From an optimization exercise on the open Yosys and OpenROAD flow, aimed at small area, a short achievable clock period and few clock cycles per item; shortcuts taken in it are not production practice.
Function was checked by simulation only, so behaviour that the tests miss may differ from the original.

## flow/run.sh

```bash
#!/bin/bash
# Layout flow: the standard flow (standard.sh), with the port buffers
# made of sky130_fd_sc_hd__buf_2 cells, timing repair aimed at a setup
# slack of 22.75 ns, and clock tree synthesis without dummy loads.
# Each tool's output goes to a log file of its own here.
set -euo pipefail
bash standard.sh synth > log_synth.txt 2>&1
bash standard.sh SETUP_SLACK_MARGIN=22.75 \
  "BUFFER_PORTS_ARGS=-buffer_cell sky130_fd_sc_hd__buf_2" \
  "CTS_ARGS=-sink_clustering_enable -repair_clock_nets -sink_clustering_size 30 -sink_clustering_max_diameter 80 -buf_list sky130_fd_sc_hd__clkbuf_16 -dont_use_dummy_load" \
  finish > log_layout.txt 2>&1
```

## standard.sh

```bash
#!/bin/bash
# synth_recipe.tcl (not shown) runs the flow's synth.tcl, then flattens the netlist and writes it again
# the make line also repeats each setting of config.mk as NAME=value (left out here)
make -C /OpenROAD-flow-scripts/flow DESIGN_CONFIG=/design/flow/config.mk WORK_HOME=/design/flow/orfs CLKGATE_MAP_FILE= SYNTH_SCRIPT=/design/flow/synth_recipe.tcl "${@:-finish}"
```

## config.mk

```make
export PLATFORM = sky130hd
export DESIGN_NAME = dnn_relu_fp16
export DESIGN_NICKNAME = dnn_relu_fp16
export VERILOG_FILES = /design/flow/design.v
export SDC_FILE = /design/flow/constraint.sdc
export NUM_CORES = 8
export LEC_CHECK = 0
export CAP_MARGIN = 20
export CORE_MARGIN = 2
export CORE_UTILIZATION = 70
export SLEW_MARGIN = 20
```

## constraint.sdc

```tcl
create_clock -name core_clock -period 30.0 [get_ports {clk}]
set_input_delay 6.0000 -clock core_clock [delete_from_list [all_inputs] [get_ports {clk}]]
set_output_delay 6.0000 -clock core_clock [all_outputs]
set_load 0.01 [all_outputs]
```

## design.v

```verilog
`timescale 1ns / 1ps
module mul_fp16
    (input  logic        v,
     input  logic [15:0] a,
     input  logic [12:0] a3,
     input  logic [15:0] b,
     output logic [15:0] s
    );
    logic [10:0] ma;
    logic [12:0] pp [0:4];
    logic [21:0] m, r0, r1, r2, r3, r4, r5, s1, c1, s2, c2, s3, c3, s4, c4;
    logic [5:0]  esum;
    logic [4:0]  e0, e1;
    logic        keep;
    logic [9:0]  mo;
    always_comb begin
        ma = {1'b1, a[9:0]};
        for (int j = 0; j < 5; j++) begin
            case (b[2*j +: 2])
                2'd0: pp[j] = 13'd0;
                2'd1: pp[j] = {2'b00, ma};
                2'd2: pp[j] = {1'b0, ma, 1'b0};
                default: pp[j] = a3;
            endcase
        end
        r0 = {9'd0, pp[0]};
        r1 = {7'd0, pp[1], 2'd0};
        r2 = {5'd0, pp[2], 4'd0};
        r3 = {3'd0, pp[3], 6'd0};
        r4 = {1'b0, pp[4], 8'd0};
        r5 = {1'b0, ma, 10'd0};
        s1 = r0 ^ r1 ^ r2;
        c1 = ((r0 & r1) | (r0 & r2) | (r1 & r2)) << 1;
        s2 = r3 ^ r4 ^ r5;
        c2 = ((r3 & r4) | (r3 & r5) | (r4 & r5)) << 1;
        s3 = s1 ^ c1 ^ s2;
        c3 = ((s1 & c1) | (s1 & s2) | (c1 & s2)) << 1;
        s4 = s3 ^ c3 ^ c2;
        c4 = ((s3 & c3) | (s3 & c2) | (c3 & c2)) << 1;
        m = s4 + c4;
        esum = {1'b0, a[14:10]} + {1'b0, b[14:10]};
        e0   = esum[4:0] + 5'd17;               
        e1   = e0 + 5'd1;
        keep = m[21] || (e0 == 5'd0);
        mo   = keep ? m[20:11] : {m[19:11], 1'b0};
        if (!v || (a == 16'h0000) || (b == 16'h0000))
            s = 16'h0000;
        else if ((a == 16'hFA00) || (b == 16'hFA00))
            s = 16'hFA00;
        else if ((a == 16'h7A00) || (b == 16'h7A00))
            s = 16'h7A00;
        else if (esum <= 6'd14)
            s = 16'h0000;
        else
            s = {a[15] ^ b[15], m[21] ? e1 : e0, mo};
    end
endmodule
`timescale 1ns / 1ps
module add_s1
    (input  logic [15:0] a,
     input  logic [15:0] b,
     output logic [15:0] l,
     output logic [10:0] ms,
     output logic        sub
    );
    logic        agt;
    logic [15:0] t;
    logic [4:0]  shr;
    always_comb begin
        agt = a[14:0] > b[14:0];
        t   = agt ? b : a;
        shr = (agt ? a[14:10] : b[14:10]) - t[14:10];
        sub = a[15] ^ b[15];
        ms  = {1'b1, t[9:0]} >> shr;
        l   = agt ? a : b;
        if (a == 16'h0000) begin
            l  = b;
            ms = 11'd0;
        end else if (b == 16'h0000) begin
            l  = a;
            ms = 11'd0;
        end else if (a == 16'hFA00 || b == 16'hFA00) begin
            l  = 16'hFA00;
            ms = 11'd0;
        end else if (a == 16'h7A00 || b == 16'h7A00) begin
            l  = 16'h7A00;
            ms = 11'd0;
        end else if (a[14:0] == b[14:0] && sub) begin
            l  = 16'h0000;
            ms = 11'd0;
        end
    end
endmodule
module add_s2
    (input  logic [15:0] l,
     input  logic [10:0] ms,
     input  logic        sub,
     output logic [15:0] s
    );
    logic [11:0] mf;
    logic [10:0] mk, z, mn;
    logic [4:0]  sh;
    always_comb begin
        mf = sub ? {1'b0, 1'b1, l[9:0]} - {1'b0, ms}
                 : {1'b0, 1'b1, l[9:0]} + {1'b0, ms};
        mk = 11'd0;
        for (int p = 0; p <= 10; p++)
            if (l[14:10] == 5'(10 - p)) mk[p] = 1'b1;
        z  = mf[10:0] | mk;
        sh = 5'd11;
        for (int p = 0; p <= 10; p++)
            if (z[p]) sh = 5'(10 - p);
        mn = mf[10:0] << sh;
        if (mf[11])
            s = {l[15], l[14:10] + 5'd1, mf[10:1]};
        else
            s = {l[15], l[14:10] - sh, mn[9:0]};
    end
endmodule
`timescale 1ns / 1ps
module dnn_relu_fp16
     (input     logic   clk,
      input     logic   rst,
      input     logic   start,
      input     logic   reset,
      output    logic   done,
      output    logic   unsigned    [16:0]    mem_addr,
      input     logic   signed      [15:0]    mem_data,
      output    logic               [159:0]   out);
    localparam logic [13:0] BASE_W1 = 14'd401;
    localparam logic [13:0] BASE_W2 = 14'd10426;
    localparam logic [15:0] ONE     = 16'h3C00;
    localparam logic [4:0]  NJ0     = 5'd6;
    localparam logic [12:0] ONE3    = 13'd3072;     
    localparam logic [2:0] S_IDLE = 3'd0,
                           S_L1   = 3'd1,
                           S_PRE  = 3'd2,
                           S_L2   = 3'd3,
                           S_FIN  = 3'd4,
                           S_DONE = 3'd5;
    logic [2:0]  st;
    logic [4:0]  nj;
    logic        start_q;
    logic [13:0] ma;       
    logic [8:0]  n;        
    logic [13:0] fb;       
    logic [5:0]  cc;       
    logic        qv;       
    logic        clr;      
    logic        sel_r, sel_y, sel_o;    
    logic        rot;      
    logic r_act, r_w1, r_l2, r_pre, r_l2f, r_last, r_first;
    logic m_act, m_v, m_l2, m_pre, m_l2f, m_last;
    logic s1_l2, s1_pre, s1_last;
    logic s2_l2, s2_pre, s2_last;
    logic y_pre, y_last;
    logic [15:0] D, A, Q, P, Y;
    logic [12:0] A3;
    logic [15:0] R [0:23];
    logic [15:0] O [0:9];
    logic [15:0] X_l;
    logic [10:0] X_ms;
    logic        X_sub;
    logic [4:0]  njn;
    logic        cap, busy;
    logic [15:0] prod, acc, s1_l, s2_s, h2, asrc;
    logic [10:0] s1_ms;
    logic        s1_sub;
    assign njn  = (nj >= 5'd12) ? nj - 5'd12 : nj + 5'd13;
    assign cap  = (st == S_L1) && m_act && (D[14:0] != 15'd0);
    assign busy = r_w1 && (cc != 6'd0);
    assign h2   = R[2][15] ? 16'h0000 : R[2];
    assign asrc = r_first ? Q : h2;
    mul_fp16 U_MUL (.v(m_v), .a(A), .a3(A3), .b(D), .s(prod));
    assign acc = ({16{sel_r}} & R[0]) | ({16{sel_y}} & Y) | ({16{sel_o}} & O[0]);
    add_s1 U_ADD1 (.a(acc), .b(P), .l(s1_l), .ms(s1_ms), .sub(s1_sub));
    add_s2 U_ADD2 (.l(X_l), .ms(X_ms), .sub(X_sub), .s(s2_s));
    logic [2:0]  st_n;
    logic [13:0] ma_n;
    logic [13:0] step;
    logic [8:0]  n_n;
    logic [5:0]  cc_n;
    logic nr_act, nr_w1, nr_l2, nr_pre, nr_l2f, nr_last, nr_first;
    assign step = (nj >= 5'd12) ? -14'd12 : 14'd13;
    logic [13:0] kc, ma_inc;
    always_comb begin
        if (st == S_L1)
            kc = busy ? step : step + 14'd25;
        else if (st == S_PRE)
            kc = 14'd1;
        else if (cc == 6'd0)
            kc = -14'd239;
        else
            kc = cc[0] ? 14'd1 : 14'd9;
    end
    assign ma_inc = ma + kc;
    always_comb begin
        st_n = st; ma_n = 14'd0; n_n = n; cc_n = cc - 6'd1;
        nr_act = 1'b0; nr_w1 = 1'b0; nr_l2 = 1'b0; nr_pre = 1'b0;
        nr_l2f = 1'b0; nr_last = 1'b0; nr_first = 1'b0;
        case (st)
            S_IDLE: begin
                nr_act = 1'b1;
                if (start_q) begin
                    st_n = S_L1;
                    ma_n = 14'd1;
                    n_n  = 9'd2;
                end
            end
            S_L1: begin
                if (busy) begin
                    nr_w1 = 1'b1;
                    ma_n = ma_inc;
                end else if (cap) begin
                    nr_w1 = 1'b1;
                    nr_first = 1'b1;
                    cc_n = 6'd24;
                    ma_n = fb + {9'd0, njn};
                end else if (qv) begin
                    nr_w1 = 1'b1;
                    nr_first = 1'b1;
                    cc_n = 6'd24;
                    ma_n = ma_inc;
                end else if (n != 9'd401) begin
                    nr_act = 1'b1;
                    ma_n = {5'd0, n};
                    n_n = n + 9'd1;
                end else if (!r_act) begin
                    st_n = S_PRE;
                    cc_n = 6'd11;
                    ma_n = BASE_W2;
                    nr_l2 = 1'b1;
                    nr_pre = 1'b1;
                end
            end
            S_PRE: begin
                if (cc > 6'd2 && !cc[5]) begin
                    ma_n = ma_inc;
                    nr_l2 = 1'b1;
                    nr_pre = 1'b1;
                end else if ((cc == 6'd0 || cc[5]) && njn == 5'd0) begin
                    st_n = S_L2;
                    ma_n = BASE_W2 + 14'd10;
                    cc_n = 6'd49;
                    n_n = 9'd0;
                    nr_l2 = 1'b1;
                    nr_l2f = 1'b1;
                end
            end
            S_L2: begin
                if (cc != 6'd0) begin
                    ma_n = ma_inc;
                    nr_l2 = 1'b1;
                    nr_l2f = (cc_n >= 6'd48);
                    nr_last = (cc_n <= 6'd1);
                end else if (n[2:0] != 3'd4) begin
                    n_n = n + 9'd1;
                    cc_n = 6'd49;
                    ma_n = ma_inc;
                    nr_l2 = 1'b1;
                    nr_l2f = 1'b1;
                end else begin
                    st_n = S_FIN;
                end
            end
            S_FIN: begin
                if (y_last && !s2_last)
                    st_n = S_DONE;
            end
            S_DONE: begin
                nr_act = 1'b1;
                if (reset)
                    st_n = S_IDLE;
            end
            default: st_n = S_IDLE;
        endcase
    end
    always_ff @(posedge clk or posedge rst) begin
        if (rst) begin
            st <= S_IDLE; nj <= 5'd0; done <= 1'b0;
        end else begin
            st <= st_n;
            nj <= (st == S_IDLE && start_q) ? NJ0 : njn;
            if (st == S_FIN && y_last && !s2_last)
                done <= 1'b1;
            else if (reset)
                done <= 1'b0;
        end
    end
    always_ff @(posedge clk) begin
        r_act <= nr_act; r_w1 <= nr_w1; r_l2 <= nr_l2; r_pre <= nr_pre;
        r_l2f <= nr_l2f; r_last <= nr_last; r_first <= nr_first;
        m_act <= r_act; m_v <= r_w1 || r_l2; m_l2 <= r_l2; m_pre <= r_pre;
        m_l2f <= r_l2f; m_last <= r_last;
        s1_l2 <= m_l2; s1_pre <= m_pre; s1_last <= m_last;
        s2_l2 <= s1_l2; s2_pre <= s1_pre; s2_last <= s1_last;
        y_pre <= s2_pre; y_last <= s2_last;
    end
    always_ff @(posedge clk) begin
        start_q <= start;
        ma <= ma_n; n <= n_n; cc <= cc_n;
        if (st == S_IDLE && start_q)
            fb <= BASE_W1;
        else if (m_act)
            fb <= fb + 14'd25;
        if (st == S_IDLE)
            qv <= 1'b0;
        else
            qv <= cap || (qv && !r_first);
        clr   <= (st == S_IDLE && start_q) || (clr && njn != NJ0);
        sel_r <= !m_l2 && !((st == S_IDLE && start_q) || (clr && njn != NJ0));
        sel_y <= m_l2 && !m_pre && !m_l2f;
        sel_o <= m_l2 && m_l2f;
        rot   <= m_l2f || s2_last || s2_pre;
    end
    always_ff @(posedge clk) begin
        D <= mem_data;
        P <= prod;
        X_l <= s1_l;
        X_ms <= s1_ms;
        X_sub <= s1_sub;
        Y <= s2_s;
        for (int k = 0; k < 23; k++)
            R[k] <= R[k+1];
        R[23] <= s2_l2 ? Q : s2_s;
        if (s1_l2)
            Q <= R[0];
        else if (cap)
            Q <= D;
        if (r_first || (r_l2 && !r_pre && cc[0])) begin
            A  <= asrc;
            A3 <= {2'b01, asrc[9:0]} + {1'b1, asrc[9:0], 1'b0};
        end else if (r_pre) begin
            A  <= ONE;
            A3 <= ONE3;
        end
        if (rot) begin
            for (int k = 0; k < 9; k++)
                O[k] <= O[k+1];
            O[9] <= (y_pre || !Y[15]) ? Y : 16'h0000;
        end
    end
    always_comb begin
        for (int k = 0; k < 10; k++)
            out[16*k +: 16] = O[k];
    end
    assign mem_addr = {3'd0, ma};
endmodule
```

==> flow_summary.ini <==
[place]
routabilityCongestion = 0.9467
dp.cells = 2989
dp_hpwl_mm = 48.19
io_buffers = 194
pre_cts_ws_ns = 22.45

[logic_synthesis]
avgSynthCellArea_um2 = 11.95
synth_top_area_cell = dfxtp_1
syn_inst = 2340
yosysWarnings = 7
synth_seq_area_share = 0.6107
syn_area_um2 = 27950
yosys.area.top_type_share = 0.3739
synthDistinctLibCells = 89
synth-edff-count = 213
ys_ff_latch = 744
synthFlopType = dfxtp_1
synthArstFlopShare = 0.01210
synth_area_leaders = dfxtp_1, edfxtp_1, ha_1

[floorplanning]
rows = 73
ios = 198
start_util = 0.7068
die_x_um = 203.8
core_um2 = 39550
die_area_um2 = 41540
die_h_um = 203.8

[critical_path]
cp_cell_sequence = buf_2
cp.required_ns = 24.00
crit_path_end_kind = output pin
crit_type = flop to output pin
rrSetupSlack_ns = 23.28
reg2regPathDepth = 18
critPathBufInv = 1
max_stage_delay_ns = 0.46
critPathMaxFanout = 2
crit_cells = 1
startpoint_type = flop
cp.arrival_ns = 1.22
cpMaxStageDelayCell = edfxtp_1
critical-path-top-delay-family = flip-flops

[route]
num_vias = 18390
drt_iter0_drc = 1864
wl_mm = 65.84
antenna_left = 0
dr.pass1.iters = 7
post-route-drc-count = 0
viasPerCell = 6.077
wire_per_inst_um = 21.75

[timing]
tns_ns = 0
final_max_slew_viol_count = 0
skew_ns = 0.08894
worst-slew-pin-transition_ns = 1.036
finalHoldViolCount = 0
rsz0062_at_grt = false
timing.fmax_mhz = 138.5
finalCritPeriodShare = 0.2406
setup_viol = 0
period_needed_ns = 7.218
setup_ws_ns = 22.78
maxSlewHeadroom = 0.3069

[clock_network]
cts_buffers = 35
clk_path_buf_depth = 3
clock-root-buffer = clkbuf_16
htree_levels = 2
cts_tree = done
clock-sinks = 744
ctsHoldBuffers = 0
clkTransAtPathRegs_ns = 0.10
clk_latency_ns = 0.60

[grt]
grt_max_degree = 90
grt_pass1_wl_mm = 99.30
grt_pass1_vias = 17480
gr-total-overflow = 0
antenna_found_initial = 2
groute.usage.overall = 0.3122

[status]
run_status = timing/DRC/antenna clean

[cells_and_area]
drive_gt1_frac = 0.1355
fin_cells = 3027
postLayoutCoreUtil = 0.7641
fin_nets = 2680
area_growth_pct = 8.115

[job]
maxCapViolCount = 0

[worst_hold_path]
holdPathStages = 0
hp-class = flop to flop
worst register-to-register path, cell delays in order, from the launching register on:
cell and delay, ns:
dfxtp_1 0.82, nor2b_1 0.65, a22o_1 0.30, fa_1 0.43, inv_1 0.08, fa_1 0.41, inv_1 0.09, fa_1 0.40
ha_1 0.21, or3_1 0.39, a2111oi_2 0.48, o21ai_1 0.21, a31oi_1 0.33, a21bo_2 0.23, o21ai_1 0.09, xor2_1 0.45
and2_1 0.51, o21ai_0 0.13, a2111oi_0 0.40
kinds of logic (layout without fill, tap and decap cells):
kind of cell / count (synthesis) / count (layout) / share of synthesized area
buffers and inverters: 252 / 411 / 0.03536
DFF: 744 / 744 / 0.6107
AOI/OAI and AO/OA: 447 / 447 / 0.1081
and+or+nand+nor: 548 / 548 / 0.09508
other: 1 / 4 / 0.0001342
muxes: 97 / 97 / 0.03935
xor gates and xnor gates: 94 / 94 / 0.02945
adders and majority gates: 157 / 157 / 0.08183
cells in the mapped netlist (5+ instances only):
| cell type | count |
|---|---|
| nor3_1 | 46 |
| a21o_1 | 24 |
| or2_2 | 8 |
| o21bai_1 | 8 |
| and3_1 | 15 |
| xnor2_1 | 60 |
| ha_1 | 114 |
| a221oi_1 | 5 |
| nor4_1 | 17 |
| nand2_1 | 141 |
| edfxtp_1 | 213 |
| o22ai_1 | 14 |
| nor2b_1 | 28 |
| o211ai_1 | 14 |
| o21ai_0 | 78 |
| a222oi_1 | 9 |
| nand3_1 | 39 |
| fa_1 | 43 |
| o21ai_1 | 9 |
| a31oi_1 | 15 |
| nor2_1 | 154 |
| dfrtp_1 | 9 |
| mux2_2 | 62 |
| a22oi_1 | 26 |
| a211oi_1 | 14 |
| dfxtp_1 | 522 |
| nand4_1 | 9 |
| inv_1 | 169 |
| clkbuf_1 | 60 |
| a21boi_0 | 6 |
| xor2_1 | 34 |
| o21a_1 | 13 |
| and2_1 | 35 |
| a22o_1 | 37 |
| mux2i_1 | 30 |
| o31ai_1 | 10 |
| a2111oi_0 | 5 |
| or3_1 | 15 |
| buf_2 | 13 |
| a21oi_1 | 112 |
| nand2b_1 | 21 |
| buf_4 | 5 |
metal layers:
layer  up-vias  wire, um  part of all wire  track usage
met5         -        13           0.00020            0
met4         2      2471             0.038       0.1233
met3       157      4507             0.068      0.04129
met2       850     32480              0.49       0.5294
met1      8903     26370              0.40       0.4098
li1       8482         -                 -            -
worst paths after layout:
path,startpoint,endpoint
worst max-delay path,O[0][12],out[12]
worst min-delay path,R[17][9],R[16][9]
worst max register to register,D[6],P[6]
worst min register to register,R[17][9],R[16][9]
max in group asynchronous,rst,nj[1]
min in group asynchronous,rst,done
metrics by stage:
| stage | hold WS [ns] | area [um^2] |
|---|---|---|
| after floorplan | 0.3096 | 27960 |
| after global placement | 0.3100 | 29320 |
| after detailed placement | 0.3121 | 29320 |
| after CTS | 0.2918 | 30210 |
| after global routing | 0.2999 | 30220 |
| final | 0.2892 | 30220 |
cell type report:
type / count / area (um^2)
sequential: 744 / 17080
multi-input combinational: 1346 / 9910
fill: 2503 / 9329
timing repair buffer: 205 / 1057
clock buffer: 35 / 875.8
tap: 525 / 656.9
inverter: 171 / 641.9
antenna: 1 / 2.502
timing repair:
action	in CTS	in global routing
endpoints found under the setup margin	2	1
resized for setup	0	2
hold endpoints to repair	0	0
setup buffers	2	0
flip-flops by register name, indices dropped and copies added (netlist names), 15 cells and up:
| signal | cells |
|---|---|
| O | 160 |
| R | 384 |
| Y | 16 |
| Q | 16 |
| X_l | 16 |
| D | 16 |
| P | 16 |
| A | 15 |
placed cells by master (no fill, tap or decap), types with 46 or more instances in the layout:
cell type | netlist | final
inv_1 | 169 | 169
buf_2 | 13 | 194
ha_1 | 114 | 114
mux2_2 | 62 | 62
dfxtp_1 | 522 | 520
nor3_1 | 46 | 46
nor2_1 | 154 | 154
edfxtp_1 | 213 | 213
o21ai_0 | 78 | 78
a21oi_1 | 112 | 112
nand2_1 | 141 | 141
xnor2_1 | 60 | 59
Testbench counts, summed over its fixed seeds: cycles 143,185, items 48.

[what the ideal ports hide]
How much do the figures lean on ideal ports? The routed layout below was timed once more, with nothing changed but the port constraints.
Step 1 sets driving cells, clkbuf_16 on the clock port and buf_2 on the other inputs (assumed; they add their load-dependent delay and slew).
Step 2, shift: input delay + t, output delay - t, t = (earliest + latest rising clock arrival at the registers) / 2. This alone moves slack from input paths to output paths.
Three values: ideal, step 1, step 2; two values: the first two.
t (ns): 0.612
slack for setup (ns): 22.781 / 22.725 / 22.388
worst data-port slew with drivers (ns): 0.05
After both steps this run still meets setup and hold. The setup slack of this run moves by -0.056 ns with the drivers and by -0.393 ns with both steps.
